Source: an optimization exercise on an open RTL-to-GDS flow (aim: small area). Production flows keep margins and buffers that such runs may drop. Only simulation tests tie the RTL to the original design; equivalence was not proved. Power figures rest on the tool's default switching activity, not on a simulated workload.

==> flow/design.v, too long to show whole: its modules and the start of the top module <==
// module E6_glyph_rom: 821 lines
// module E6_VGA: 365 lines
module E6_VGA (
	input						RST_N					,
	input						CLK						,
	output						VGA_HSYNC				,
	output						VGA_VSYNC				,
	output			[ 7:0]		VGA_R					,
	output			[ 7:0]		VGA_G					,
	output			[ 7:0]		VGA_B					,
	output						VGA_SYNC_N				,
	output						VGA_BLANK_N				,
	input						k						,
	input						k1						,
	input						k2						,
	input						remin					,
	input						rehour					,
	input						key1_N					,
	input						key2_N					,
	input			[ 1:0]		fast					,
	output						LED_hourly				,
	output						LED_alarm				,
	output			[41:0]		DigitalTube_out
);
  // ...
==> flow/flow/run.sh <==
#!/bin/bash
# Layout flow: the standard synthesis, then the combinational logic of its
# netlist is re-mapped with an area-oriented ABC script (registers, their
# names and cell types are kept as the standard synthesis made them), checked
# for equivalence with the standard netlist, and the rest of the standard flow
# (floorplan to finish) lays it out. Each tool's output goes to its own log.
set -uo pipefail
W=$PWD
F=$W/flow
R=$W/orfs/results/${FLOW_PLATFORM}/E6_VGA/base
LIB=$FLOW_HOME/platforms/${FLOW_PLATFORM}/lib/sky130_fd_sc_hd__tt_025C_1v80.lib

YOSYS=yosys
command -v yosys > /dev/null 2>&1 || YOSYS=$FLOW_HOME/../tools/install/yosys/bin/yosys
ABC=yosys-abc
command -v yosys-abc > /dev/null 2>&1 || ABC=$FLOW_HOME/../tools/install/yosys/bin/yosys-abc

# 1. standard synthesis
bash standard.sh synth > $W/log_synth.txt 2>&1 || { echo "standard synthesis failed"; exit 1; }
cp $R/1_2_yosys.v $W/std_1_2_yosys.v

# 2. re-map the combinational logic
export REMAP_IN=$W/std_1_2_yosys.v
export REMAP_OUT=$W/remapped.v
export REMAP_LIB=$LIB
export REMAP_ABC=$F/area.abc
export REMAP_TMP=$W
export REMAP_SEQ="$(grep -oE 'sky130_fd_sc_hd__(df|edf|sdf|dl|sdl)[a-z0-9_]*' $REMAP_IN | sort -u | tr '\n' ' ')"
export REMAP_DONTUSE="$(sed -n '/DONT_USE_CELLS += /,/^#/p' $FLOW_HOME/platforms/${FLOW_PLATFORM}/config.mk | grep -oE 'sky130_fd_sc_hd__[a-z0-9_]+' | tr '\n' ' ')"

ok=0
if $YOSYS -c $F/remap.tcl > $W/log_remap.txt 2>&1 && [[ -s $REMAP_OUT ]]; then
  if $YOSYS -c $F/eqcheck.tcl > $W/log_eqcheck.txt 2>&1; then
    $ABC -c "cec -n $W/gold.blif $W/gate.blif" > $W/log_cec.txt 2>&1
    if grep -q "Networks are equivalent" $W/log_cec.txt; then
      ok=1
    fi
  fi
fi

if [[ $ok == 1 ]]; then
  echo "re-mapped netlist is equivalent; using it"
  cp $REMAP_OUT $R/1_2_yosys.v
  rm -f $R/1_synth.odb $R/1_synth.sdc
else
  echo "re-mapping failed or not proven equivalent; keeping the standard netlist"
fi

# 3. the rest of the standard flow, with the make settings listed in
#    flow/make_args (one VAR=value per line)
ARGS=()
if [[ -f $F/make_args ]]; then
  while IFS= read -r line; do
    [[ -n "$line" && "${line:0:1}" != "#" ]] && ARGS+=("$line")
  done < $F/make_args
fi
bash standard.sh "${ARGS[@]}" finish > $W/log_finish.txt 2>&1 || { echo "layout failed"; tail -30 $W/log_finish.txt; exit 1; }
echo "done"
==> flow/flow/area.abc <==
strash
dc2
balance -l; resub -K 6 -l; rewrite -l; resub -K 6 -N 2 -l; refactor -l; resub -K 8 -l; balance -l; resub -K 8 -N 2 -l; rewrite -l; resub -K 10 -l; rewrite -z -l; resub -K 10 -N 2 -l; balance -l; resub -K 12 -l; refactor -z -l; resub -K 12 -N 2 -l; rewrite -z -l; balance -l
balance -l; resub -K 6 -l; rewrite -l; resub -K 6 -N 2 -l; refactor -l; resub -K 8 -l; balance -l; resub -K 8 -N 2 -l; rewrite -l; resub -K 10 -l; rewrite -z -l; resub -K 10 -N 2 -l; balance -l; resub -K 12 -l; refactor -z -l; resub -K 12 -N 2 -l; rewrite -z -l; balance -l
dch -f
amap -F 20 -A 40
topo
==> flow/flow/eqcheck.tcl <==
# Check that the re-mapped netlist is equivalent to the standard synthesis
# netlist, registers paired by name (ABC cec on the flattened netlists).
yosys -import
set lib $::env(REMAP_LIB)
set tmp $::env(REMAP_TMP)
foreach {which file} [list gold $::env(REMAP_IN) gate $::env(REMAP_OUT)] {
  design -reset
  read_liberty -overwrite -ignore_miss_func -ignore_miss_data_latch $lib
  read_verilog $file
  hierarchy -top E6_VGA
  flatten
  yosys rename -hide w:* x:* %d
  opt_clean -purge
  async2sync
  dffunmap
  opt_clean -purge
  write_blif -gates $tmp/$which.blif
}
==> flow/flow/make_args <==
BUFFER_PORTS_ARGS=-buffer_cell sky130_fd_sc_hd__buf_1
CTS_ARGS=-sink_clustering_enable -repair_clock_nets -buf_list sky130_fd_sc_hd__clkbuf_8 -sink_clustering_size 15 -sink_clustering_max_diameter 60 -dont_use_dummy_load
==> flow/flow/remap.tcl <==
# Re-map the combinational logic of the standard synthesis netlist with a
# stronger area-oriented ABC script. Registers (their instances, names and
# cell types) are kept exactly as the standard synthesis made them.
# env: REMAP_IN, REMAP_OUT, REMAP_LIB, REMAP_ABC, REMAP_DONTUSE
yosys -import
set lib $::env(REMAP_LIB)
set du {}
foreach c $::env(REMAP_DONTUSE) { lappend du -dont_use $c }
read_liberty -overwrite -ignore_miss_func -ignore_miss_data_latch $lib
read_verilog $::env(REMAP_IN)
hierarchy -top E6_VGA
# keep every sequential cell as an instance
setattr -mod -set keep_hierarchy 1 {*}$::env(REMAP_SEQ)
flatten
opt_clean -purge
select -module E6_VGA
opt -full
abc -liberty $lib {*}$du -script $::env(REMAP_ABC)
opt_clean -purge
hilomap -singleton -hicell sky130_fd_sc_hd__conb_1 HI -locell sky130_fd_sc_hd__conb_1 LO
splitnets
opt_clean -purge
insbuf -buf sky130_fd_sc_hd__buf_4 A X
opt_clean -purge
select -clear
read_liberty -lib -overwrite -ignore_miss_func -ignore_miss_data_latch $lib
tee -o $::env(REMAP_OUT).stat stat -top E6_VGA -liberty $lib
write_verilog -noattr -noexpr -nohex -nodec -selected $::env(REMAP_OUT)
==> flow/standard.sh <==
#!/bin/bash
# synth_recipe.tcl (not shown) runs the flow's synth.tcl, then flattens the netlist and writes it again
# the make line also repeats each setting of config.mk as NAME=value (left out here)
make -C /OpenROAD-flow-scripts/flow DESIGN_CONFIG=/design/flow/config.mk WORK_HOME=/design/flow/orfs CLKGATE_MAP_FILE= SYNTH_SCRIPT=/design/flow/synth_recipe.tcl "${@:-finish}"
==> flow/config.mk <==
export PLATFORM = sky130hd
export DESIGN_NAME = E6_VGA
export DESIGN_NICKNAME = E6_VGA
export VERILOG_FILES = /design/flow/design.v
export SDC_FILE = /design/flow/constraint.sdc
export NUM_CORES = 8
export LEC_CHECK = 0
export CAP_MARGIN = 0
export CORE_MARGIN = 2
export CORE_UTILIZATION = 40
export GPL_TIMING_DRIVEN = 0
export SLEW_MARGIN = 0
export SYNTH_MEMORY_MAX_BITS = 65536
==> flow/constraint.sdc <==
create_clock -name core_clock -period 12.0 [get_ports {CLK}]
set_input_delay 2.4000 -clock core_clock [delete_from_list [all_inputs] [get_ports {CLK}]]
set_output_delay 2.4000 -clock core_clock [all_outputs]
set_load 0.01 [all_outputs]
==> results_dict.tcl, run 1 <==
set metrics [dict create \
    status "failed layout checks" \
    so_faults "max-capacitance violations" \
    cap_violations 1 \
    clockBufferDepth 3 \
    area_dominant_class "multi-input gates" \
    slew_headroom -0.0609 \
    tap_cells 474 \
    die_area_sq_um 39200 \
    cts_buffers 24 \
    pre_cts_slack_ns 3.47 \
    final_cells 2585 \
    vias_per_cell 6.15 \
    tightest_slew_ns 1.59 \
    layout_common_cells "nor2_1, clkinv_1, o21ai_0" \
    ctsHoldBuffers 0 \
    drive_above_1_share 0.0298 \
    crit_chain "clkinv_1 -> nor2_1 -> nor3_1 -> o2111ai_1 -> nor2_1 -> a21oi_1 -> clkinv_1 -> nor2_2 -> buf_8 -> clkinv_1 -> nor2_1 -> nand2_1 -> o21ai_0 -> clkinv_1 -> o21ai_0 -> clkinv_1 -> o22ai_1 -> o21ai_0 -> a31oi_1 -> o311ai_0 -> o32ai_1 -> nor2b_1 -> nor2b_1 -> nor3_1" \
    setup_viol_count_final 0 \
    critical_path.top_delay_family "compound AO/OA/AOI/OAI gates" \
    nNetsFinal 2124 \
    path_common_cell "clkinv_1" \
    finalInstanceArea_sq_um 16500 \
    fmax_mhz 108 \
    multi_input_area_sq_um 7690 \
    ant_nets 0 \
    sequentialPower_uw 1080 \
    hold_path_startpoint "tcnt[19]$_DFF_PN0_" \
    wl_um 55800 \
    fin_util 0.442 \
    met1_usage 0.373 \
]
==> inputs of run 2 (changes only) <==
--- a/flow/config.mk
+++ b/flow/config.mk
@@ -7,3 +7,3 @@
 export LEC_CHECK = 0
-export CAP_MARGIN = 0
+export CAP_MARGIN = 20
 export CORE_MARGIN = 2
@@ -11,3 +11,3 @@
 export GPL_TIMING_DRIVEN = 0
-export SLEW_MARGIN = 0
+export SLEW_MARGIN = 20
 export SYNTH_MEMORY_MAX_BITS = 65536
==> run 2 against run 1 <==
Largest cell class unchanged. Register-to-register slack gained 0.50 ns. Sequential power about the same. Global-route usage barely moved. The run now finishes clean. Via count increased by 0.20%. Total power is essentially flat. Critical endpoint unchanged. First-iteration DRC count shrank 2.6%. Worst setup slack better by 0.50 ns.
==> results_dict.tcl, run 2 <==
set metrics [dict create \
    cts_tree "done" \
    period_share 0.727 \
    syn2layout_area_growth_pct 10.4 \
    arrival_ns 9.19 \
    path_clk_slew_ns 0.09 \
    dp_hpwl_um 42300 \
    overflow 0 \
    gp_congestion 1.04 \
    grt_pass1_vias 15226 \
    wl_um 55900 \
    rr_worst_depth 24 \
    synthCells 1995 \
    first_pass_iters 6 \
    vias_per_cell 6.14 \
    clk_latency_ns 0.59 \
    cap_violations 0 \
    cts_max_level 1 \
    syn_nets 2006 \
    grt_pass1_wl_um 86600 \
    nNetsFinal 2130 \
    first_iter_violations 1430 \
    cts_setup_buffers 0 \
    p_total_uw 2250 \
    ant_nets 0 \
    hold_path.class "register to register" \
    critical_path_class "register to register" \
    die_h_um 198 \
    layout_common_cells "nor2_1, clkinv_1, o21ai_0" \
    die_w_um 198 \
    p_per_area_nw_per_um2 136 \
    worstPathMaxFanout 15 \
    grt_use_total 0.286 \
    drv_slew 0 \
    core_area_sq_um 37300 \
    cts_buffers 23 \
    drcViolationCount 0 \
    holdWs_ns 0.371 \
    setup_viol_count_final 0 \
    fmax_mhz 115 \
    p_leak_uw 0.00608 \
    ys_warn_count 1 \
    start_util 0.403 \
    regMostFlops "tcnt" \
    root_buffer "clkbuf_8" \
    cts-resized-gates 0 \
    numPortBuffers 81 \
    rows 71 \
    whs_path_depth 0 \
    critPathRequiredTime_ns 12.46 \
    tightest_slew_ns 1.18 \
    via_count 15924 \
    slew_headroom 0.190 \
    cts.sinks 246 \
    rsz0062_at_grt "false" \
    antenna_found_initial 2 \
    netlist_area_sq_um 15000 \
    ctsHoldBuffers 0 \
    crit_path_start "hc[6]$_DFF_PN0_" \
    hold_path_startpoint "tcnt[3]$_DFF_PN0_" \
    fillCellCount 3806 \
    worstReg2RegStart "hc[6]$_DFF_PN0_" \
    endpoint_kind "register" \
    clockBufferDepth 3 \
    layout_commonest_cell "nor2_1" \
    reg_top3 "tcnt x23, cc x21, dcnt x15" \
    finalHoldViolCount 0 \
    status "finished clean" \
    startpoint_type "register" \
    clock_skew_ns 0.0986 \
    avgRoutedWirePerCell_um 21.6 \
    die_area_sq_um 39200 \
    period_needed_ns 8.73 \
    io_pins 83 \
    avgSynthCellArea_sq_um 7.54 \
    drive_above_1_share 0.0350 \
    largest_reg_flops 23 \
    ir_drop_uv 122 \
    grt_max_degree 35 \
]
## run 2: layout make-up
type	count	area [sq um]	area share
Buffer	2	7.51	0.000452
Sequential cell	246	6220	0.374
Multi-Input combinational cell	1437	7700	0.464
Inverter	310	1160	0.0701
Tap cell	474	593	0.0357
Antenna cell	1	2.50	0.000151
Timing Repair Buffer	99	601	0.0362
Clock buffer	23	317	0.0191
## run 2: worst paths after layout
path / slack (ns) / end
setup / recovery: 3.27 / inv$_DFF_P_
hold / removal: 0.37 / tcnt[4]$_DFF_PN0_
setup reg to reg: 3.27 / inv$_DFF_P_
hold reg to reg: 0.37 / tcnt[4]$_DFF_PN0_
max in group asynchronous: 8.87 / tcnt[20]$_DFF_PN0_
min in group asynchronous: 1.70 / cc[17]$_DFFE_PN0P_
## run 2: layer usage
| metal | up-vias | share of wire | global-route usage |
|---|---|---|---|
| met5 | - | 0.00020 | 0 |
| met2 | 699 | 0.46 | 0.470 |
| met1 | 7565 | 0.41 | 0.370 |
| met4 | 2 | 0.049 | 0.132 |
| li1 | 7477 | - | - |
| met3 | 181 | 0.080 | 0.0467 |
## run 2: through the flow
stage / cell area [sq um] / setup slack [ns] / utilization / setup TNS, ns / instances
after floorplan: 15000 / 4.34 / - / 0 / 1995
after global placement: 15900 / -2.92 / 0.427 / -604.83 / 2550
after detailed placement: 16300 / 3.77 / 0.436 / 0 / 2568
after CTS: 16600 / 3.73 / 0.445 / 0 / 2591
after global routing: 16600 / 2.91 / 0.445 / 0 / 2591
final: 16600 / 3.27 / 0.445 / 0 / 2592
## run 2: power by group
part	switching, uW	internal, uW
logic	477	253
clock network	268	171
registers	127	958
## run 2: critical path: stages (launching register included)
cell and delay, ns:
dfrtp_1 0.59, clkinv_1 0.43, nor2_1 0.36, nor3_1 0.11, o2111ai_1 0.22, nor2_1 0.19
a21oi_2 0.69, clkinv_1 0.64, nor2_2 0.60, buf_8 0.24, clkinv_1 0.52, nor2_1 0.89
nand2_1 0.46, o21ai_0 0.62, clkinv_1 0.17, o21ai_0 0.29, clkinv_1 0.27, o22ai_1 0.23
o21ai_0 0.13, a31oi_1 0.21, o311ai_0 0.15, o32ai_1 0.13, nor2b_1 0.15, nor2b_1 0.18
nor3_1 0.09
==> inputs of run 3 (changes only) <==
--- a/flow/flow/run.sh
+++ b/flow/flow/run.sh
@@ -21,7 +21,7 @@
 
-# 2. re-map the combinational logic
+# 2. re-map the combinational logic: several ABC runs with different seeds for
+#    its &deepsyn search run side by side; the smallest result that is proven
+#    equivalent to the standard netlist is used
 export REMAP_IN=$W/std_1_2_yosys.v
-export REMAP_OUT=$W/remapped.v
 export REMAP_LIB=$LIB
-export REMAP_ABC=$F/area.abc
 export REMAP_TMP=$W
@@ -29,15 +29,26 @@
 export REMAP_DONTUSE="$(sed -n '/DONT_USE_CELLS += /,/^#/p' $FLOW_HOME/platforms/${FLOW_PLATFORM}/config.mk | grep -oE 'sky130_fd_sc_hd__[a-z0-9_]+' | tr '\n' ' ')"
+SEEDS=$(cat $F/remap_seeds 2>/dev/null || echo "1")
+DEEP_T=$(cat $F/remap_seconds 2>/dev/null || echo "600")
+for S in $SEEDS; do
+  sed -e "s/@SEED@/$S/" -e "s/@TIME@/$DEEP_T/" $F/area.abc > $W/area_$S.abc
+  REMAP_ABC=$W/area_$S.abc REMAP_OUT=$W/remapped_$S.v $YOSYS -c $F/remap.tcl > $W/log_remap_$S.txt 2>&1 &
+done
+wait
 
 ok=0
-if $YOSYS -c $F/remap.tcl > $W/log_remap.txt 2>&1 && [[ -s $REMAP_OUT ]]; then
-  if $YOSYS -c $F/eqcheck.tcl > $W/log_eqcheck.txt 2>&1; then
-    $ABC -c "cec -n $W/gold.blif $W/gate.blif" > $W/log_cec.txt 2>&1
-    if grep -q "Networks are equivalent" $W/log_cec.txt; then
+for S in $(for S in $SEEDS; do a=$(grep -s "Chip area" $W/remapped_$S.v.stat | awk '{print $NF}'); [[ -n "$a" ]] && echo "$a $S"; done | sort -g | awk '{print $2}'); do
+  echo "seed $S: area $(grep "Chip area" $W/remapped_$S.v.stat | awk '{print $NF}')"
+  export REMAP_OUT=$W/remapped_$S.v
+  if $YOSYS -c $F/eqcheck.tcl > $W/log_eqcheck_$S.txt 2>&1; then
+    $ABC -c "cec -n $W/gold.blif $W/gate.blif" > $W/log_cec_$S.txt 2>&1
+    if grep -q "Networks are equivalent" $W/log_cec_$S.txt; then
       ok=1
+      break
     fi
   fi
-fi
+  echo "seed $S: not proven equivalent"
+done
 
 if [[ $ok == 1 ]]; then
-  echo "re-mapped netlist is equivalent; using it"
+  echo "re-mapped netlist (seed $S) is equivalent; using it"
   cp $REMAP_OUT $R/1_2_yosys.v
--- a/flow/flow/area.abc
+++ b/flow/flow/area.abc
@@ -4,2 +4,5 @@
 balance -l; resub -K 6 -l; rewrite -l; resub -K 6 -N 2 -l; refactor -l; resub -K 8 -l; balance -l; resub -K 8 -N 2 -l; rewrite -l; resub -K 10 -l; rewrite -z -l; resub -K 10 -N 2 -l; balance -l; resub -K 12 -l; refactor -z -l; resub -K 12 -N 2 -l; rewrite -z -l; balance -l
+&get -n
+&deepsyn -T @TIME@ -S @SEED@
+&put
 dch -f
==> flow/flow/remap_seconds (new file) <==
1200
==> flow/flow/remap_seeds (new file) <==
1 2 3 4 5 6
--- a/flow/config.mk
+++ b/flow/config.mk
@@ -7,3 +7,3 @@
 export LEC_CHECK = 0
-export CAP_MARGIN = 20
+export CAP_MARGIN = 0
 export CORE_MARGIN = 2
@@ -11,3 +11,3 @@
 export GPL_TIMING_DRIVEN = 0
-export SLEW_MARGIN = 20
+export SLEW_MARGIN = 0
 export SYNTH_MEMORY_MAX_BITS = 65536
==> run 3 against run 2 <==
Still clean on timing, DRC and antenna. Clock skew shrank 0.059 ns. Hold slack gained 0.0019 ns. Clock-buffer cell count shrank 1. Routed wire length shrank 5.0%. Critical path depth shrank 1. Synthesized area shrank 3.8%. Clock power shrank 4%. Largest cell class unchanged.
==> results_dict.tcl, run 3 <==
set metrics [dict create \
    cts_buffers 22 \
    top_layer_used "met4" \
    layout_commonest_cell "nor2_1" \
    wl_um 53100 \
    ys_warn_count 1 \
    hold_path_startpoint "tcnt[15]$_DFF_PN0_" \
    arrival_ns 9.64 \
    crit_buf_inv 5 \
    worstPathMaxFanout 12 \
    largest_reg_flops 23 \
    cts_tree "done" \
    fmax_mhz 109 \
    place_inst 2419 \
    startpoint_type "register" \
    finalHoldViolCount 0 \
    fillCellCount 3638 \
    syn2layout_area_growth_pct 9.63 \
    clk_latency_ns 0.55 \
    pre_cts_slack_ns 3.33 \
    first_pass_iters 6 \
    met2WireLength_um 25000 \
    worstReg2RegStart "hc[4]$_DFF_PN1_" \
    critical_path.slowest_cell "nor2_1" \
    numPortBuffers 81 \
    endpoint_kind "register" \
    p_int_uw 1290 \
    critical_path_class "register to register" \
    p_switching_uw 717 \
    crit_chain "clkinv_1 -> nor2_1 -> clkinv_1 -> o22ai_1 -> nor2_1 -> clkinv_1 -> o22ai_1 -> o21ai_1 -> clkinv_1 -> nor2_1 -> clkinv_1 -> nor2_1 -> o21ai_0 -> nand2_1 -> a21oi_1 -> nor3_1 -> o21ai_0 -> o21bai_1 -> o2111a_1 -> or4_1 -> o221ai_1 -> nor2_1 -> nor2b_1" \
    ant_nets 0 \
    core_area_sq_um 35600 \
    ctsHoldBuffers 0 \
    swShare 0.357 \
    whs_path_depth 0 \
    slew_headroom 0.139 \
    root_buffer "clkbuf_8" \
    rows 69 \
    layout_common_cells "nor2_1, clkinv_1, dfrtp_1" \
    die_w_um 194 \
    cts_setup_buffers 0 \
    p_total_uw 2010 \
    drive_above_1_share 0.0303 \
    grt_pass1_wl_um 82700 \
    ir_drop_uv 170 \
    overflow 0 \
    seq_power_share 0.525 \
    via_count 14841 \
    rsz0062_at_grt "false" \
    first_iter_violations 1327 \
    tightest_slew_ns 1.28 \
    drcViolationCount 0 \
    nNetsFinal 1993 \
    clockBufferDepth 3 \
    diodes 0 \
    vias_per_cell 6.08 \
    wl_met3_um 3710 \
    avgSynthCellArea_sq_um 7.76 \
    die_h_um 194 \
    period_needed_ns 9.21 \
    hold_path.class "register to register" \
    start_util 0.407 \
    cap_violations 0 \
    critical_path.top_delay_family "simple AND/OR/NAND/NOR gates" \
    path_clk_slew_ns 0.09 \
    ff2ff_setup_slack_ns 2.79 \
    dpl_cell_area_sq_um 15600 \
    critPathRequiredTime_ns 12.44 \
    fin_ws_ns 2.79 \
    cts.sinks 246 \
    rr_endpoint "white$_DFF_P_" \
    antenna_found_initial 1 \
    p_leak_uw 0.00585 \
    finalInstanceArea_sq_um 15900 \
    io_pins 83 \
    die_area_sq_um 37700 \
    holdWs_ns 0.373 \
    cts_max_level 1 \
    grt_use_total 0.279 \
    setup_viol_count_final 0 \
    status "finished clean" \
    p_per_area_nw_per_um2 126 \
    p_clk_frac 0.210 \
    reg_top3 "tcnt x23, cc x21, dcnt x15" \
    dp_hpwl_um 41500 \
    grt_max_degree 42 \
    netlist_area_sq_um 14500 \
    syn_nets 1876 \
    cp_slowest_stage_delay_ns 1.07 \
    whs_endpoint "tcnt[16]$_DFF_PN0_" \
    clock_skew_ns 0.0397 \
    rr_worst_depth 23 \
    p_comb_frac 0.265 \
    cts-resized-gates 0 \
    period_share 0.767 \
    synthCells 1865 \
    drv_slew 0 \
    avgRoutedWirePerCell_um 21.7 \
    final_cells 2441 \
    wl_met1_um 21700 \
    gp_congestion 0.989 \
    grt_pass1_vias 14133 \
    regMostFlops "tcnt" \
]
## run 3: changes by cell type in the layout (fill, tap and decap cells not counted), sizes merged, moves of 7 or more
cell	previous run	this run
or2	17	8
buf	101	94
a21oi	117	100
a22oi	14	22
o21ai	232	164
a31oi	30	23
o221ai	24	33
o22a	11	19
nor3	80	66
o21a	24	42
a211oi	33	25
o22ai	86	103
nand2	155	124
## run 3: area by class of cell
cell class                 count  area (sq um)  area share
multi-input combinational   1312          7130       0.449
sequential                   246          6220       0.392
inverter                     305          1140      0.0722
tap                          461           577      0.0364
timing repair buffer          93           487      0.0307
clock buffer                  22           303      0.0191
buffer                         2          7.51    0.000473
## run 3: worst max path at each step
| stage | depth (start not counted) | to | from | slack [ns] |
|---|---|---|---|---|
| 2_1_floorplan | 22 | w_hour[5]$_DFFE_PN0P_ | fast[1] | 4.50 |
| 3_3_place_gp | 1 | tc2[2]$_DFF_PN0_ | RST_N | -2.65 |
| 3_5_place_dp | 23 | white$_DFF_P_ | hc[4]$_DFF_PN1_ | 3.33 |
| 4_1_cts | 23 | white$_DFF_P_ | hc[4]$_DFF_PN1_ | 3.21 |
| 5_1_grt | 23 | white$_DFF_P_ | hc[4]$_DFF_PN1_ | 2.44 |
| 6_report | 23 | white$_DFF_P_ | hc[4]$_DFF_PN1_ | 2.79 |
## run 3: power by group through the flow
| stage | clock [uW] | sequential, uW | combinational (uW) |
|---|---|---|---|
| after detailed placement | 0 | 1070 | 527 |
| after global placement | 0 | 1060 | 511 |
| after floorplan | 0 | 1030 | 382 |
| after CTS | 444 | 1050 | 530 |
| final | 421 | 1050 | 531 |
| after global routing | 473 | 1070 | 601 |
## run 3: stage by stage
step	utilization	setup TNS, ns
global route	0.446	0
global placement	0.431	-556.35
finish	0.446	0
floorplan	-	0
detailed placement	0.437	0
CTS	0.446	0
## run 3: metal layers
layer / up-vias / track usage
met5: - / 0
met4: 0 / 0.126
met3: 159 / 0.0407
met2: 632 / 0.468
met1: 7056 / 0.358
li1: 6994 / -
==> inputs of run 4 (changes only) <==
==> flow/flow/remap_seeds (replaced) <==
1 2 3 4
--- a/flow/config.mk
+++ b/flow/config.mk
@@ -7,3 +7,3 @@
 export LEC_CHECK = 0
-export CAP_MARGIN = 0
+export CAP_MARGIN = 20
 export CORE_MARGIN = 2
@@ -11,3 +11,3 @@
 export GPL_TIMING_DRIVEN = 0
-export SLEW_MARGIN = 0
+export SLEW_MARGIN = 20
 export SYNTH_MEMORY_MAX_BITS = 65536
==> run 4 against run 3 <==
Worst setup slack better by 0.58 ns. Sequential cell count did not move. Sequential share of layout area fell by 0.18 points. Die area unchanged. Largest power group unchanged. Synthesized cell count stayed put. Core utilization is 0.21 points higher. Still clean. Clock power is 5% higher. Highest routed layer unchanged.
==> results_dict.tcl, run 4 <==
set metrics [dict create \
    cts_setup_buffers 0 \
    p_per_area_nw_per_um2 127 \
    avgRoutedWirePerCell_um 21.6 \
    io_pins 83 \
    avgSynthCellArea_sq_um 7.76 \
    core_area_sq_um 35600 \
    seq_power_share 0.520 \
    path_clk_slew_ns 0.09 \
    grt_use_total 0.279 \
    first_iter_violations 1286 \
    p_leak_uw 0.00588 \
    critical_path.top_delay_family "simple AND/OR/NAND/NOR gates" \
    worstPathMaxFanout 12 \
    fin_tns_setup_ns 0 \
    fin_util 0.448 \
    finalHoldViolCount 0 \
    die_h_um 194 \
    die_area_sq_um 37700 \
    p_switching_uw 725 \
    rows 69 \
    clockBufferDepth 3 \
    drive_above_1_share 0.0338 \
    tightest_slew_ns 1.20 \
    via_count 14800 \
    antenna_found_initial 0 \
    root_buffer "clkbuf_8" \
    critical_path_class "register to register" \
    hold_path.class "register to register" \
    ir_drop_uv 137 \
    cts.sinks 246 \
    whs_endpoint "tcnt[16]$_DFF_PN0_" \
    diodes 0 \
    rsz0062_at_grt "false" \
    cts_tree "done" \
    die_w_um 194 \
    overflow 0 \
    cap_violations 0 \
    ctsHoldBuffers 0 \
    crit_buf_inv 6 \
    p_comb_frac 0.263 \
    p_total_uw 2030 \
    grt_max_degree 36 \
    cts_buffers 24 \
    drcViolationCount 0 \
    critical_path.slowest_cell "nor2_1" \
    ff2ff_setup_slack_ns 3.37 \
    swShare 0.357 \
    period_needed_ns 8.63 \
    endpoint_kind "register" \
    reg_top3 "tcnt x23, cc x21, dcnt x15" \
    fin_ws_ns 3.37 \
    hold_path_startpoint "tcnt[15]$_DFF_PN0_" \
    setup_viol_count_final 0 \
    grt_pass1_vias 14292 \
    rr_worst_depth 24 \
    layout_common_cells "nor2_1, clkinv_1, dfrtp_1" \
    grt_pass1_wl_um 82700 \
    fillCellCount 3646 \
    nNetsFinal 1997 \
    p_int_uw 1300 \
    status "finished clean" \
    cp_num_cells 24 \
    pre_cts_slack_ns 3.53 \
    dp_hpwl_um 41400 \
    whs_path_depth 0 \
    numPortBuffers 81 \
    syn_nets 1876 \
    layout_commonest_cell "nor2_1" \
    cp_slowest_stage_delay_ns 1.03 \
    startpoint_type "register" \
    largest_reg_flops 23 \
    first_pass_iters 6 \
    ant_nets 0 \
    critPathRequiredTime_ns 12.44 \
    synthCells 1865 \
    p_clk_frac 0.217 \
    start_util 0.407 \
    cts_max_level 1 \
    fmax_mhz 116 \
    gp_congestion 0.989 \
    ys_warn_count 1 \
    netlist_area_sq_um 14500 \
    cts-resized-gates 0 \
    vias_per_cell 6.05 \
    arrival_ns 9.07 \
    crit_chain "clkinv_1 -> nor2_1 -> clkinv_1 -> o22ai_1 -> nor2_1 -> clkinv_1 -> o22ai_1 -> o21ai_1 -> buf_4 -> clkinv_1 -> nor2_1 -> clkinv_1 -> nor2_1 -> o21ai_0 -> nand2_1 -> a21oi_1 -> nor3_1 -> o21ai_0 -> o21bai_1 -> o2111a_1 -> or4_1 -> o221ai_1 -> nor2_1 -> nor2b_1" \
    slew_headroom 0.195 \
    drv_slew 0 \
    worstReg2RegStart "hc[4]$_DFF_PN1_" \
    rr_endpoint "white$_DFF_P_" \
    clock_skew_ns 0.0414 \
    regMostFlops "tcnt" \
    period_share 0.719 \
    wl_um 52900 \
    syn2layout_area_growth_pct 10.1 \
    clk_latency_ns 0.57 \
]
-- run 4: cell types whose count changed in the layout (fill, tap and decap cells not counted), sizes merged --
cell / delta
clkdlybuf4s15: -1
clkbuf: +3
buf: +2
-- run 4: worst max-delay path by stage --
stage                         start                     to  slack [ns]
floorplan                   fast[1]  w_hour[5]$_DFFE_PN0P_        4.50
global placement              RST_N       tc2[2]$_DFF_PN0_       -2.65
detailed placement          fast[1]  w_hour[5]$_DFFE_PN0P_        3.53
CTS                 hc[4]$_DFF_PN1_          white$_DFF_P_        3.45
global route        hc[4]$_DFF_PN1_          white$_DFF_P_        2.98
finish              hc[4]$_DFF_PN1_          white$_DFF_P_        3.37
-- run 4: cell type report --
type	count	area (sq um)	area share
sequential	246	6220	0.390
inverter	305	1140	0.0718
multi-input combinational	1312	7140	0.448
buffer	2	7.51	0.000471
clock buffer	24	330	0.0207
timing repair buffer	95	514	0.0323
tap	461	577	0.0362
-- run 4: per-stage QoR --
step / area [sq um] / std cells / hold WS, ns
4_1_cts: 15900 / 2444 / 0.378
3_3_place_gp: 15300 / 2407 / 0.351
3_5_place_dp: 15600 / 2420 / 0.355
5_1_grt: 15900 / 2445 / 0.389
2_1_floorplan: 14500 / 1865 / 0.346
6_report: 15900 / 2445 / 0.374
-- run 4: power groups by stage --
stage / sequential, uW / clock, uW / combinational [uW]
2_1_floorplan: 1030 / 0 / 382
3_3_place_gp: 1060 / 0 / 511
3_5_place_dp: 1070 / 0 / 527
4_1_cts: 1050 / 462 / 530
5_1_grt: 1070 / 493 / 606
6_report: 1060 / 440 / 533
-- run 4: layer usage --
layer | global-route usage | vias to the layer above | wire, um | part of all wire
li1 | - | 6999 | - | -
met1 | 0.357 | 7029 | 21500 | 0.41
met3 | 0.0325 | 169 | 3430 | 0.065
met2 | 0.466 | 603 | 24800 | 0.47
met4 | 0.145 | 0 | 3170 | 0.060
met5 | 0 | - | 0 | 0
==> module E6_VGA, before the edit <==
module E6_VGA (
	input						RST_N					,
	input						CLK						,
	output						VGA_HSYNC				,
	output						VGA_VSYNC				,
	output			[ 7:0]		VGA_R					,
	output			[ 7:0]		VGA_G					,
	output			[ 7:0]		VGA_B					,
	output						VGA_SYNC_N				,
	output						VGA_BLANK_N				,
	input						k						,
	input						k1						,
	input						k2						,
	input						remin					,
	input						rehour					,
	input						key1_N					,
	input						key2_N					,
	input			[ 1:0]		fast					,
	output						LED_hourly				,
	output						LED_alarm				,
	output			[41:0]		DigitalTube_out
);
	function [6:0] inc60;	 
		input [6:0] v;
		begin
			if (v[3:0] == 4'd9) inc60 = {(v[6:4] == 3'd5) ? 3'd0 : v[6:4] + 3'd1, 4'd0};
			else                inc60 = {v[6:4], v[3:0] + 4'd1};
		end
	endfunction
	function [6:0] dec60;
		input [6:0] v;
		begin
			if (v[3:0] == 4'd0) dec60 = {(v[6:4] == 3'd0) ? 3'd5 : v[6:4] - 3'd1, 4'd9};
			else                dec60 = {v[6:4], v[3:0] - 4'd1};
		end
	endfunction
	function [5:0] inc24;	 
		input [5:0] v;
		begin
			if (v == 6'h23)          inc24 = 6'h00;
			else if (v[3:0] == 4'd9) inc24 = {v[5:4] + 2'd1, 4'd0};
			else                     inc24 = {v[5:4], v[3:0] + 4'd1};
		end
	endfunction
	function [5:0] dec24;
		input [5:0] v;
		begin
			if (v == 6'h00)          dec24 = 6'h23;
			else if (v[3:0] == 4'd0) dec24 = {v[5:4] - 2'd1, 4'd9};
			else                     dec24 = {v[5:4], v[3:0] - 4'd1};
		end
	endfunction
	function [6:0] seg7;	 
		input [3:0] n;
		begin
			case (n)
				4'd0:    seg7 = 7'b1000000;
				4'd1:    seg7 = 7'b1111001;
				4'd2:    seg7 = 7'b0100100;
				4'd3:    seg7 = 7'b0110000;
				4'd4:    seg7 = 7'b0011001;
				4'd5:    seg7 = 7'b0010010;
				4'd6:    seg7 = 7'b0000010;
				4'd7:    seg7 = 7'b1111000;
				4'd9:    seg7 = 7'b0010000;
				4'd15:   seg7 = 7'b1111111;
				default: seg7 = 7'b0000000;
			endcase
		end
	endfunction
	function [3:0] c3to4;
		input [2:0] c;
		begin
			c3to4 = (c == 3'd7) ? 4'd15 : (c == 3'd6) ? 4'd8 : {1'b0, c};
		end
	endfunction
	reg			[14:0]		dcnt;
	reg						dclk;
	wire ge0 = dcnt[14] & dcnt[13] & dcnt[8] & dcnt[7] & dcnt[5] & dcnt[3];
	wire ge1 = (|dcnt[14:9]) | (dcnt[8] & dcnt[7] & (dcnt[6] | dcnt[5]));
	wire ge2 = (|dcnt[14:3]) | (dcnt[2] & dcnt[1]);
	wire ge  = (fast == 2'd0) ? ge0 : (fast == 2'd1) ? ge1 : ge2;
	wire tick = ge & ~dclk;
	always @(posedge CLK or negedge RST_N) begin
		if (!RST_N) begin
			dcnt <= 15'd0;
			dclk <= 1'b0;
		end else if (ge) begin
			dcnt <= 15'd0;
			dclk <= ~dclk;
		end else begin
			dcnt <= dcnt + 15'd1;
		end
	end
	reg			[22:0]		tcnt;
	reg						twk;
	wire tend = (tcnt == 23'd4272211);
	always @(posedge CLK or negedge RST_N) begin
		if (!RST_N) begin
			tcnt <= 23'd0;
			twk  <= 1'b1;
		end else if (tend) begin
			tcnt <= 23'd0;
			twk  <= ~twk;
		end else begin
			tcnt <= {tcnt[21:0], ~(tcnt[22] ^ tcnt[17])};
		end
	end
	reg			[7:0]		kc1, kc2;
	reg						p1, p2;
	wire kend1 = (kc1 == 8'd11);
	wire kend2 = (kc2 == 8'd11);
	always @(posedge CLK or negedge RST_N) begin
		if (!RST_N) begin
			kc1 <= 8'd0; p1 <= 1'b0;
			kc2 <= 8'd0; p2 <= 1'b0;
		end else if (tick) begin
			if (kend1) begin kc1 <= 8'd0; p1 <= 1'b1; end
			else begin p1 <= 1'b0; kc1 <= key1_N ? 8'd0 : {kc1[6:0], ~(kc1[7] ^ kc1[5] ^ kc1[4] ^ kc1[3])}; end
			if (kend2) begin kc2 <= 8'd0; p2 <= 1'b1; end
			else begin p2 <= 1'b0; kc2 <= key2_N ? 8'd0 : {kc2[6:0], ~(kc2[7] ^ kc2[5] ^ kc2[4] ^ kc2[3])}; end
		end
	end
	wire v_sw = k2;
	wire v_al = ~k2 & k;
	wire v_ck = ~k2 & ~k;
	reg			[9:0]		c_ms;
	reg			[6:0]		c_sec, c_min;
	reg			[5:0]		c_hour;
	reg						g_dir, g_h, g_m;
	reg						f_dir, f_h, f_m;
	wire c_norm  = ~g_dir & ~g_h & ~g_m;
	wire c_ms999 = (c_ms == 10'd690);
	wire c_sec59 = c_sec[6] & c_sec[4] & c_sec[3] & c_sec[0];
	wire c_min59 = c_min[6] & c_min[4] & c_min[3] & c_min[0];
	wire c_min0  = (c_min == 7'd0);
	wire c_secinc  = c_norm & c_ms999;
	wire c_mininc  = (c_secinc & c_sec59) | (g_m & ~g_dir);
	wire c_mindec  = g_m & g_dir;
	wire c_hourinc = (c_secinc & c_sec59 & c_min59) | (~g_dir & (g_h | (g_m & c_min59)));
	wire c_hourdec = g_dir & (g_h | (g_m & c_min0));
	wire [9:0] s_ms   = c_norm ? (c_ms999 ? 10'd0 : {c_ms[8:0], ~(c_ms[9] ^ c_ms[6])}) : c_ms;
	wire [6:0] s_sec  = c_secinc ? inc60(c_sec) : c_sec;
	wire [6:0] s_min  = c_mininc ? inc60(c_min) : c_mindec ? dec60(c_min) : c_min;
	wire [5:0] s_hour = c_hourinc ? inc24(c_hour) : c_hourdec ? dec24(c_hour) : c_hour;
	always @(posedge CLK or negedge RST_N) begin
		if (!RST_N) begin
			c_ms <= 10'd0; c_sec <= 7'd0; c_min <= 7'd0; c_hour <= 6'd0;
			g_dir <= 1'b1; g_h <= 1'b0; g_m <= 1'b0;
			f_dir <= 1'b0; f_h <= 1'b0; f_m <= 1'b0;
		end else if (tick) begin
			c_ms <= s_ms; c_sec <= s_sec; c_min <= s_min; c_hour <= s_hour;
			g_dir <= f_dir; g_h <= f_h; g_m <= f_m;
			if (v_ck) begin
				f_dir <= p2 & ~p1 & (rehour | remin);
				f_h   <= (p1 ^ p2) & rehour;
				f_m   <= (p1 ^ p2) & remin;
			end
		end
	end
	wire hourly = (s_min == 7'h59) & (s_sec[6:4] == 3'd5) & (s_sec[3:0] >= 4'd7);
	assign LED_hourly = hourly;
	reg			[6:0]		a_min;
	reg			[5:0]		a_hour;
	wire a_min59 = a_min[6] & a_min[4] & a_min[3] & a_min[0];
	wire a_min0  = (a_min == 7'd0);
	always @(posedge CLK or negedge RST_N) begin
		if (!RST_N) begin
			a_min <= 7'd0; a_hour <= 6'd0;
		end else if (tick & v_al) begin
			if (p1 & ~p2) begin
				if (remin) a_min <= inc60(a_min);
				if (rehour | (remin & a_min59)) a_hour <= inc24(a_hour);
			end else if (p2 & ~p1) begin
				if (remin) a_min <= dec60(a_min);
				if (rehour | (remin & a_min0)) a_hour <= dec24(a_hour);
			end
		end
	end
	wire alarm = k1 & (s_min == a_min) & (s_hour == a_hour);
	assign LED_alarm = alarm;
	reg			[3:0]		w_c2, w_c1, w_c0;
	reg			[6:0]		w_sec, w_min;
	reg			[5:0]		w_hour;
	reg						w_g;
	reg						w_en, w_rstn;
	wire w_c0_9 = w_c0[3] & w_c0[0];
	wire w_c1_9 = w_c1[3] & w_c1[0];
	wire w_c2_9 = w_c2[3] & w_c2[0];
	wire w_ms999 = w_c0_9 & w_c1_9 & w_c2_9;
	wire w_sec59 = w_sec[6] & w_sec[4] & w_sec[3] & w_sec[0];
	wire w_min59 = w_min[6] & w_min[4] & w_min[3] & w_min[0];
	always @(posedge CLK or negedge RST_N) begin
		if (!RST_N) begin
			w_c2 <= 4'd0; w_c1 <= 4'd0; w_c0 <= 4'd0;
			w_sec <= 7'd0; w_min <= 7'd0; w_hour <= 6'd0;
			w_g <= 1'b0;
		end else if (!w_rstn) begin
			w_c2 <= 4'd0; w_c1 <= 4'd0; w_c0 <= 4'd0;
			w_sec <= 7'd0; w_min <= 7'd0; w_hour <= 6'd0;
			w_g <= 1'b0;
		end else if (tick) begin
			w_g <= w_en;
			if (w_g) begin
				w_c0 <= w_c0_9 ? 4'd0 : w_c0 + 4'd1;
				if (w_c0_9) w_c1 <= w_c1_9 ? 4'd0 : w_c1 + 4'd1;
				if (w_c0_9 & w_c1_9) w_c2 <= w_c2_9 ? 4'd0 : w_c2 + 4'd1;
				if (w_ms999) w_sec <= inc60(w_sec);
				if (w_ms999 & w_sec59) w_min <= inc60(w_min);
				if (w_ms999 & w_sec59 & w_min59) w_hour <= inc24(w_hour);
			end
		end
	end
	always @(posedge CLK or negedge RST_N) begin
		if (!RST_N) begin
			w_en <= 1'b0; w_rstn <= 1'b0;
		end else if (tick & v_sw) begin
			case ({p2, p1})
				2'b01:   begin w_en <= ~w_en; w_rstn <= 1'b1; end
				2'b10:   begin w_en <= 1'b0;  w_rstn <= 1'b0; end
				2'b11:   begin w_en <= ~w_en; w_rstn <= 1'b0; end
				default: begin                w_rstn <= 1'b1; end
			endcase
		end
	end
	wire w_hz = (w_hour == 6'd0);
	wire [3:0] d0 = v_ck ? c_sec[3:0]        : v_al ? 4'd0               : w_hz ? w_c1              : w_sec[3:0];
	wire [3:0] d1 = v_ck ? {1'b0,c_sec[6:4]} : v_al ? 4'd0               : w_hz ? w_c2              : {1'b0,w_sec[6:4]};
	wire [3:0] d2 = v_ck ? c_min[3:0]        : v_al ? a_min[3:0]         : w_hz ? w_sec[3:0]        : w_min[3:0];
	wire [2:0] d3 = v_ck ? c_min[6:4]        : v_al ? a_min[6:4]         : w_hz ? w_sec[6:4]        : w_min[6:4];
	wire [3:0] d4 = v_ck ? c_hour[3:0]       : v_al ? a_hour[3:0]        : w_hz ? w_min[3:0]        : w_hour[3:0];
	wire [2:0] d5 = v_ck ? {1'b0,c_hour[5:4]}: v_al ? {1'b0,a_hour[5:4]} : w_hz ? w_min[6:4]        : {1'b0,w_hour[5:4]};
	reg						en01, en23, en45;
	reg			[3:0]		tc0, tc1, tc2, tc4;
	reg			[2:0]		tc3, tc5;
	always @(posedge CLK or negedge RST_N) begin
		if (!RST_N) begin
			en01 <= 1'b1; en23 <= 1'b1; en45 <= 1'b1;
			tc0 <= 4'd8; tc1 <= 4'd8; tc2 <= 4'd8; tc4 <= 4'd8;
			tc3 <= 3'd6; tc5 <= 3'd6;
		end else begin
			en01 <= ~v_al;
			en23 <= ~(~v_sw & remin) | twk;
			en45 <= ~(~v_sw & rehour) | twk;
			tc0 <= en01 ? d0 : 4'd15;
			tc1 <= en01 ? d1 : 4'd15;
			tc2 <= en23 ? d2 : 4'd15;
			tc3 <= en23 ? d3 : 3'd7;
			tc4 <= en45 ? d4 : 4'd15;
			tc5 <= en45 ? d5 : 3'd7;
		end
	end
	assign DigitalTube_out = {seg7(c3to4(tc5)), seg7(tc4), seg7(c3to4(tc3)), seg7(tc2), seg7(tc1), seg7(tc0)};
	reg			[10:0]		hc;
	reg			[9:0]		vc;
	wire hc_end = hc[10] & hc[8] & (&hc[5:0]);				 
	wire hc_v   = (hc == 11'd1048);
	wire vc_end = vc[9] & vc[8] & vc[5] & vc[2] & vc[0];	 
	always @(posedge CLK or negedge RST_N) begin
		if (!RST_N) begin
			hc <= 11'd1048;
			vc <= 10'd786;
		end else begin
			hc <= hc_end ? 11'd0 : hc + 11'd1;
			if (hc_v) vc <= vc_end ? 10'd0 : vc + 10'd1;
		end
	end
	wire hs = ~((hc >= 11'd1049) & (hc <= 11'd1184));
	wire vs = ~((vc >= 10'd787) & (vc <= 10'd792));
	assign VGA_HSYNC   = hs;
	assign VGA_VSYNC   = vs;
	assign VGA_SYNC_N  = 1'b0;
	assign VGA_BLANK_N = hs & vs;
	wire act = (vc >= 10'd16) & (vc <= 10'd783);
	wire pe  = act & (hc >= 11'd1) & (hc <= 11'd1024);
	wire lastpix  = hc[10];
	wire lastline = vc[9] & vc[8] & (&vc[3:0]);				 
	function [10:0] hnext;
		input [10:0] x;
		begin
			if (&x[7:1]) hnext = {(x[10:8] == 3'd5) ? 3'd0 : x[10:8] + 3'd1, 8'd0};
			else         hnext = {x[10:8], x[7:0] + 8'd1};
		end
	endfunction
	reg			[20:0]		cc;
	reg			[10:0]		hu, hu1;
	reg			[10:0]		hc_c;	 
	wire cc_end = cc[20] & cc[19] & cc[18] & cc[17] & cc[15] & cc[10] & cc[7];
	always @(posedge CLK or negedge RST_N) begin
		if (!RST_N) begin
			cc <= 21'd0; hu <= 11'd0; hu1 <= 11'd0;
		end else if (pe) begin
			if (cc_end) begin cc <= 21'd0; hu <= hnext(hu); end
			else cc <= cc + 21'd1;
			if (lastpix & lastline) hu1 <= hu;
		end
	end
	always @(posedge CLK) begin
		if (hc == 11'd0) hc_c <= hu1;
		else if (pe) hc_c <= hnext(hc_c);
	end
	wire [6:0] xb = hc[10:4];
	wire band_d = (vc[9:5] == 5'd12);
	wire band_i = (vc[9:5] == 5'd10);
	reg  [3:0] dsel;
	always @* begin
		case (xb[2:0])
			3'd4:    dsel = c3to4(tc5);
			3'd5:    dsel = tc4;
			3'd7:    dsel = c3to4(tc3);
			3'd0:    dsel = tc2;
			3'd2:    dsel = tc1;
			3'd3:    dsel = tc0;
			default: dsel = 4'd15;
		endcase
	end
	wire in_d = band_d & (xb >= 7'd36) & (xb <= 7'd43);
	wire is_colon = (xb == 7'd38) | (xb == 7'd41);
	wire in_i = band_i & (((xb >= 7'd35) & (xb <= 7'd38)) | ((xb >= 7'd41) & (xb <= 7'd44)));
	reg  [2:0] isel;
	always @* begin
		case (xb[3:0])
			4'd3:    isel = 3'd0;
			4'd4:    isel = 3'd1;
			4'd9:    isel = 3'd2;
			4'd10:   isel = 3'd3;
			4'd5:    isel = 3'd4;
			4'd11:   isel = 3'd4;
			default: isel = 3'd5;
		endcase
	end
	wire [4:0] gid = in_d ? (is_colon ? 5'd16 : {1'b0, dsel}) : in_i ? 5'd17 + {2'b00, isel} : 5'd31;
	wire [15:0] gw;
	E6_glyph_rom u_glyph (.g(gid), .r(vc[4:0]), .w(gw));
	wire gcov = gw[hc[3:0]];
	reg						white, inv, hourly_d, alarm_d;
	wire img_inv = band_i & (((xb <= 7'd38) & hourly_d) | ((xb >= 7'd41) & alarm_d));
	always @(posedge CLK) begin
		white <= gcov & ~img_inv;
		inv   <= gcov & img_inv;
		hourly_d <= hourly;
		alarm_d  <= alarm;
	end
	wire [2:0] cs = hc_c[10:8];
	wire [7:0] co = hc_c[7:0];
	wire       co0 = (co == 8'd0);
	wire [2:0] cs_p3 = (cs >= 3'd3) ? cs - 3'd3 : cs + 3'd3;
	wire [2:0] cs_p2 = (cs >= 3'd4) ? cs - 3'd4 : cs + 3'd2;
	wire [2:0] qs = inv ? (co0 ? cs_p2 : cs_p3) : cs;
	wire [7:0] qo = inv ? (co0 ? 8'd254 : co - 8'd1) : co;
	reg [7:0] wr, wg, wb;
	always @* begin
		case (qs)
			3'd0:    begin wr = 8'hff; wg = qo;    wb = 8'h00; end
			3'd1:    begin wr = ~qo;   wg = 8'hff; wb = 8'h00; end
			3'd2:    begin wr = 8'h00; wg = 8'hff; wb = qo;    end
			3'd3:    begin wr = 8'h00; wg = ~qo;   wb = 8'hff; end
			3'd4:    begin wr = qo;    wg = 8'h00; wb = 8'hff; end
			default: begin wr = 8'hff; wg = 8'h00; wb = ~qo;   end
		endcase
	end
	assign VGA_R = pe ? (white ? 8'hff : wr) : 8'h00;
	assign VGA_G = pe ? (white ? 8'hff : wg) : 8'h00;
	assign VGA_B = pe ? (white ? 8'hff : wb) : 8'h00;
endmodule
==> inputs of run 5 (changes only) <==
--- a/flow/design.v
+++ b/flow/design.v
@@ -1106,3 +1106,4 @@
 	reg			[20:0]		cc;
-	reg			[10:0]		hu, hu1;
+	reg			[10:0]		hu1;
+	reg						hw;
 	reg			[10:0]		hc_c;	 
@@ -1111,7 +1112,12 @@
 		if (!RST_N) begin
-			cc <= 21'd0; hu <= 11'd0; hu1 <= 11'd0;
+			cc <= 21'd0; hu1 <= 11'd0; hw <= 1'b0;
 		end else if (pe) begin
-			if (cc_end) begin cc <= 21'd0; hu <= hnext(hu); end
-			else cc <= cc + 21'd1;
-			if (lastpix & lastline) hu1 <= hu;
+			if (cc_end) cc <= 21'd0;
+			else        cc <= cc + 21'd1;
+			if (lastpix & lastline) begin
+				if (hw) hu1 <= hnext(hu1);
+				hw <= cc_end;
+			end else if (cc_end) begin
+				hw <= 1'b1;
+			end
 		end
==> run 5 against run 4 <==
Still clean on timing, DRC and antenna. Hold slack got worse by 0.0054 ns. Synthesized cell count decreased by 0.27%. Clock skew increased by 0.047 ns. Worst setup slack improved by 0.63 ns. Critical path depth decreased by 4. Non-clock buffer count decreased by 2. Final area decreased by 1.5%. Core utilization decreased by 0.34 points. Clock-buffer cell count decreased by 1. Final cell count decreased by 0.33%. Die area decreased by 1.7%. Via count increased by 0.22%.
==> results_dict.tcl, run 5 <==
set metrics [dict create \
    wl_um 55800 \
    vias_per_cell 6.09 \
    antenna_found_initial 0 \
    cts_buffers 23 \
    first_iter_violations 1242 \
    ys_warn_count 1 \
    ant_nets 0 \
    period_share 0.667 \
    numPortBuffers 81 \
    ctsHoldBuffers 0 \
    cts-resized-gates 0 \
    io_pins 83 \
    p_clk_frac 0.201 \
    root_buffer "clkbuf_8" \
    grt_use_total 0.300 \
    endpoint_kind "register" \
    grt_pass1_vias 13959 \
    largest_reg_flops 23 \
    drive_above_1_share 0.0329 \
    avgSynthCellArea_sq_um 7.64 \
    avgRoutedWirePerCell_um 22.9 \
    p_leak_uw 0.00580 \
    whs_endpoint "tcnt[22]$_DFF_PN0_" \
    clockBufferDepth 3 \
    clock_skew_ns 0.0889 \
    gp_congestion 1.02 \
    status "finished clean" \
    layout_commonest_cell "nor2_1" \
    startpoint_type "register" \
    overflow 0 \
    rsz0062_at_grt "false" \
    rows 69 \
    dpl_cell_area_sq_um 15400 \
    pre_cts_slack_ns 4.20 \
    fin_ws_ns 4.00 \
    cts_max_level 1 \
    path_clk_slew_ns 0.10 \
    rr_worst_depth 20 \
    period_needed_ns 8.00 \
    drcViolationCount 0 \
    drv_slew 0 \
    p_per_area_nw_per_um2 136 \
    fin_util 0.445 \
    p_switching_uw 822 \
    first_pass_iters 6 \
    via_count 14833 \
    synthCells 1860 \
    rr_endpoint "white$_DFF_P_" \
    regMostFlops "tcnt" \
    critPathRequiredTime_ns 12.47 \
    cts_tree "done" \
    grt_pass1_wl_um 83700 \
    seq_power_share 0.495 \
    p_comb_frac 0.304 \
    die_h_um 193 \
    start_util 0.403 \
    slew_headroom 0.217 \
    cts.sinks 236 \
    p_int_uw 1310 \
    swShare 0.385 \
    hold_path.class "register to register" \
    core_area_sq_um 35300 \
    setup_viol_count_final 0 \
    layout_common_cells "nor2_1, clkinv_1, dfrtp_1" \
    syn2layout_area_growth_pct 10.4 \
    ir_drop_uv 127 \
    grt_max_degree 35 \
    cap_violations 0 \
    ff2ff_setup_slack_ns 4.00 \
    nNetsFinal 1989 \
    worstPathMaxFanout 15 \
    p_total_uw 2130 \
    whs_path_depth 0 \
    tightest_slew_ns 1.16 \
    hold_path_startpoint "tcnt[21]$_DFF_PN0_" \
    worstReg2RegStart "vc[2]$_DFFE_PN0N_" \
    die_w_um 193 \
    syn_nets 1871 \
    finalInstanceArea_sq_um 15700 \
    holdWs_ns 0.369 \
    critical_path_class "register to register" \
    cts_setup_buffers 0 \
    netlist_area_sq_um 14200 \
    arrival_ns 8.48 \
    clk_latency_ns 0.57 \
    diodes 0 \
    fmax_mhz 125 \
    reg_top3 "tcnt x23, cc x21, dcnt x15" \
    dp_hpwl_um 43100 \
    finalHoldViolCount 0 \
    die_area_sq_um 37100 \
]
## run 5: cell types whose count changed in the layout (fill, tap and decap cells not counted), sizes merged, moves of 9 or more
cell,previous run,this run
nand3,23,37
nor2,355,369
clkinv,305,294
dfrtp,211,201
o21ai,164,154
nor4,28,19
## run 5: worst max-delay path, stage by stage, from the launching register on
cell and delay [ns]:
dfrtp_1 0.81, clkinv_1 0.77, nor2_1 0.43, clkinv_1 0.49, nor2_1 0.67, clkinv_1 0.45
o21ai_0 1.01, clkinv_1 0.30, o21ai_0 0.23, a21boi_0 0.50, nor2_1 0.11, o21ai_0 0.50
o221ai_1 0.18, a222oi_1 0.42, clkinv_1 0.13, a31oi_1 0.33, nor2_1 0.06, o21bai_1 0.16
nand3_1 0.08, nand2b_1 0.12, nor2b_1 0.14
## run 5: cell type report
type	instances	area, sq um
Fill cell	3659	19600
Multi-Input combinational cell	1328	7220
Sequential cell	236	5970
Inverter	294	1100
Tap cell	461	577
Timing Repair Buffer	93	510
Clock buffer	23	317
Buffer	2	7.51
## run 5: power groups by stage
stage	sequential, uW	combinational (uW)	clock [uW]
detailed placement	1070	641	0
global placement	1070	619	0
finish	1060	649	429
global route	1070	727	473
CTS	1050	644	449
floorplan	1020	456	0
## run 5: how the worst max path moves through the flow
stage / startpoint / to / slack [ns]
after global routing: c_ms[2]$_DFFE_PN0P_ / LED_alarm / 3.46
final: vc[2]$_DFFE_PN0N_ / white$_DFF_P_ / 4.00
after CTS: c_ms[2]$_DFFE_PN0P_ / LED_alarm / 4.05
after floorplan: fast[0] / w_hour[3]$_DFFE_PN0P_ / 4.77
after detailed placement: fast[0] / w_hour[3]$_DFFE_PN0P_ / 4.20
after global placement: RST_N / w_c1[0]$_DFFE_PN0P_ / -2.22
## run 5: per-layer routing
| layer | wire length, um | up-vias | GRT usage |
|---|---|---|---|
| li1 | - | 6969 | - |
| met1 | 23100 | 7071 | 0.377 |
| met2 | 26100 | 606 | 0.502 |
| met3 | 3510 | 187 | 0.0456 |
| met4 | 3150 | 0 | 0.152 |
| met5 | 0 | - | 0 |
## run 5: stage by stage
step                      setup TNS, ns  cells
after floorplan                       0   1860
after global placement          -441.95   2402
after detailed placement              0   2414
after CTS                             0   2437
after global routing                  0   2437
final                                 0   2437
==> inputs of run 6 (changes only) <==
==> flow/flow/remap_seconds (replaced) <==
5400
==> flow/flow/remap_seeds (replaced) <==
1 2 3 4 5 6
==> run 6 against run 5 <==
Routed wire length decreased by 8.8%. Clock power decreased by 3%. Register-to-register slack improved by 0.24 ns. Total power shrank 0.85%. Sequential cell count is the same. Critical path depth shrank 1. Worst setup slack lost 0.27 ns. Die area fell by 0.17%. Sequential share of layout area rose by 0.17 points.
==> results_dict.tcl, run 6 <==
set metrics [dict create \
    syn2layout_area_growth_pct 10.1 \
    synthCells 1839 \
    fin_util 0.450 \
    arrival_ns 5.87 \
    critical_path_class "register to output pin" \
    slew_headroom 0.241 \
    ff2ff_setup_slack_ns 4.24 \
    clockBufferDepth 3 \
    drive_above_1_share 0.0292 \
    status "finished clean" \
    syn_nets 1850 \
    hold_path_startpoint "tcnt[10]$_DFF_PN0_" \
    rr_worst_depth 22 \
    gp_congestion 1.05 \
    whs_path_depth 0 \
    start_util 0.409 \
    cap_violations 0 \
    rsz0062_at_grt "false" \
    ys_warn_count 1 \
    die_w_um 192 \
    pre_cts_slack_ns 4.31 \
    dp_hpwl_um 39900 \
    cts_max_level 1 \
    clk_latency_ns 0.58 \
    ctsHoldBuffers 0 \
    grt_max_degree 33 \
    vias_per_cell 6.08 \
    grt_use_total 0.274 \
    io_pins 83 \
    worstPathMaxFanout 5 \
    hold_path.class "register to register" \
    largest_reg_flops 23 \
    cts_buffers 22 \
    whs_endpoint "tcnt[11]$_DFF_PN0_" \
    path_clk_slew_ns 0.10 \
    nNetsFinal 1965 \
    ant_nets 0 \
    tightest_slew_ns 1.14 \
    numPortBuffers 81 \
    avgRoutedWirePerCell_um 21.1 \
    critPathRequiredTime_ns 9.60 \
    cts-resized-gates 0 \
    antenna_found_initial 0 \
    rows 68 \
    drv_slew 0 \
    first_iter_violations 1395 \
    worstReg2RegStart "hc[4]$_DFF_PN1_" \
    crit_path_start "c_ms[8]$_DFFE_PN0P_" \
    final_cells 2408 \
    cts_tree "done" \
    fin_tns_setup_ns 0 \
    wl_um 50900 \
    holdWs_ns 0.368 \
    overflow 0 \
    p_per_area_nw_per_um2 135 \
    die_h_um 192 \
    reg_top3 "tcnt x23, cc x21, dcnt x15" \
    p_leak_uw 0.00571 \
    cts.sinks 236 \
    layout_commonest_cell "nor2_1" \
    place_inst 2385 \
    netlist_area_sq_um 14200 \
    avgSynthCellArea_sq_um 7.72 \
    core_area_sq_um 34700 \
    finalHoldViolCount 0 \
    fmax_mhz 121 \
    regMostFlops "tcnt" \
    period_share 0.689 \
    rr_endpoint "white$_DFF_P_" \
    grt_pass1_wl_um 78400 \
    via_count 14635 \
    grt_pass1_vias 13851 \
    ir_drop_uv 122 \
    drcViolationCount 0 \
    clock_skew_ns 0.0743 \
    root_buffer "clkbuf_8" \
    first_pass_iters 9 \
    fin_ws_ns 3.73 \
    setup_viol_count_final 0 \
    layout_common_cells "nor2_1, clkinv_1, dfrtp_1" \
    period_needed_ns 8.27 \
    startpoint_type "register" \
    die_area_sq_um 37000 \
    cts_setup_buffers 0 \
    endpoint_kind "output pin" \
]
run 6: layout make-up:
| type | count | area, sq um |
|---|---|---|
| multi-input combinational | 1293 | 7110 |
| sequential | 236 | 5970 |
| clock buffer | 22 | 303 |
| buffer | 2 | 7.51 |
| fill | 3575 | 19100 |
| tap | 455 | 569 |
| inverter | 308 | 1160 |
| antenna | 1 | 2.50 |
| timing repair buffer | 91 | 512 |
run 6: stage by stage:
step           power (uW)  cell area, sq um
6_report             2120             15600
5_1_grt              2250             15600
2_1_floorplan        1480             14200
3_3_place_gp         1690             15100
3_5_place_dp         1710             15300
4_1_cts              2130             15600
run 6: layer usage:
layer | vias up | part of all wire | track usage
met5 | - | 0 | 0
met4 | 0 | 0.053 | 0.135
met3 | 173 | 0.072 | 0.0389
met2 | 627 | 0.47 | 0.458
met1 | 6907 | 0.41 | 0.349
li1 | 6928 | - | -
run 6: worst max-delay path by stage:
| stage | slack, ns | depth (start not counted) | endpoint |
|---|---|---|---|
| global placement | -2.36 | 1 | w_c1[2]$_DFFE_PN0P_ |
| CTS | 3.70 | 19 | LED_alarm |
| floorplan | 5.30 | 18 | LED_alarm |
| detailed placement | 4.31 | 19 | LED_alarm |
| global route | 3.23 | 19 | LED_alarm |
| finish | 3.73 | 19 | LED_alarm |
run 6: report_power, final:
group          internal [uW]  total, uW  switching (uW)  leakage (uW)
combinational            228        645             417       0.00266
sequential               922       1060             134       0.00289
clock                    164        414             251      0.000158
total                   1310       2120             802       0.00571
run 6: worst max-delay path, cell delays in order (launching register included):
cell	delay, ns
dfrtp_1	0.42
or4b_1	0.53
nor4_1	0.46
nand2b_1	0.13
nor2_1	0.20
a31oi_1	0.17
nor3_1	0.46
clkinv_1	0.16
o21a_1	0.26
nor3_1	0.32
nor2_1	0.12
or2_0	0.33
nor2_1	0.13
a21oi_1	0.05
nor3_1	0.18
o211ai_1	0.12
a21o_1	0.17
o21bai_1	0.14
a2111oi_1	0.75
buf_1	0.25

[separate check: timing with driven ports]
No port has a modelled driver above. Below, the same layouts with a new extraction and two added sets of constraints.
Step 1, drivers: a clkbuf_16 drives CLK and a buf_2 each remaining input, both assumed.
Step 2 adds t to the input delays and takes it off the output delays; t is the mean of the earliest and latest rising clock arrival at the registers after step 1. Input paths then give back, and output paths get back, about the clock's delay inside the block.
a / b / c = no drivers / after step 1 / after step 2; a / b = the first two.
run	t, ns	setup slack, ns	cell pins on the clock port's net
run 1	0.594	2.772 / 2.772 / 2.772	1
run 2	0.594	3.270 / 3.270 / 3.270	1
run 3	0.582	2.793 / 2.793 / 2.793	1
run 4	0.602	3.371 / 3.371 / 3.371	1
run 5	0.579	3.997 / 3.987 / 3.997	1
run 6	0.580	3.729 / 3.686 / 4.241	1
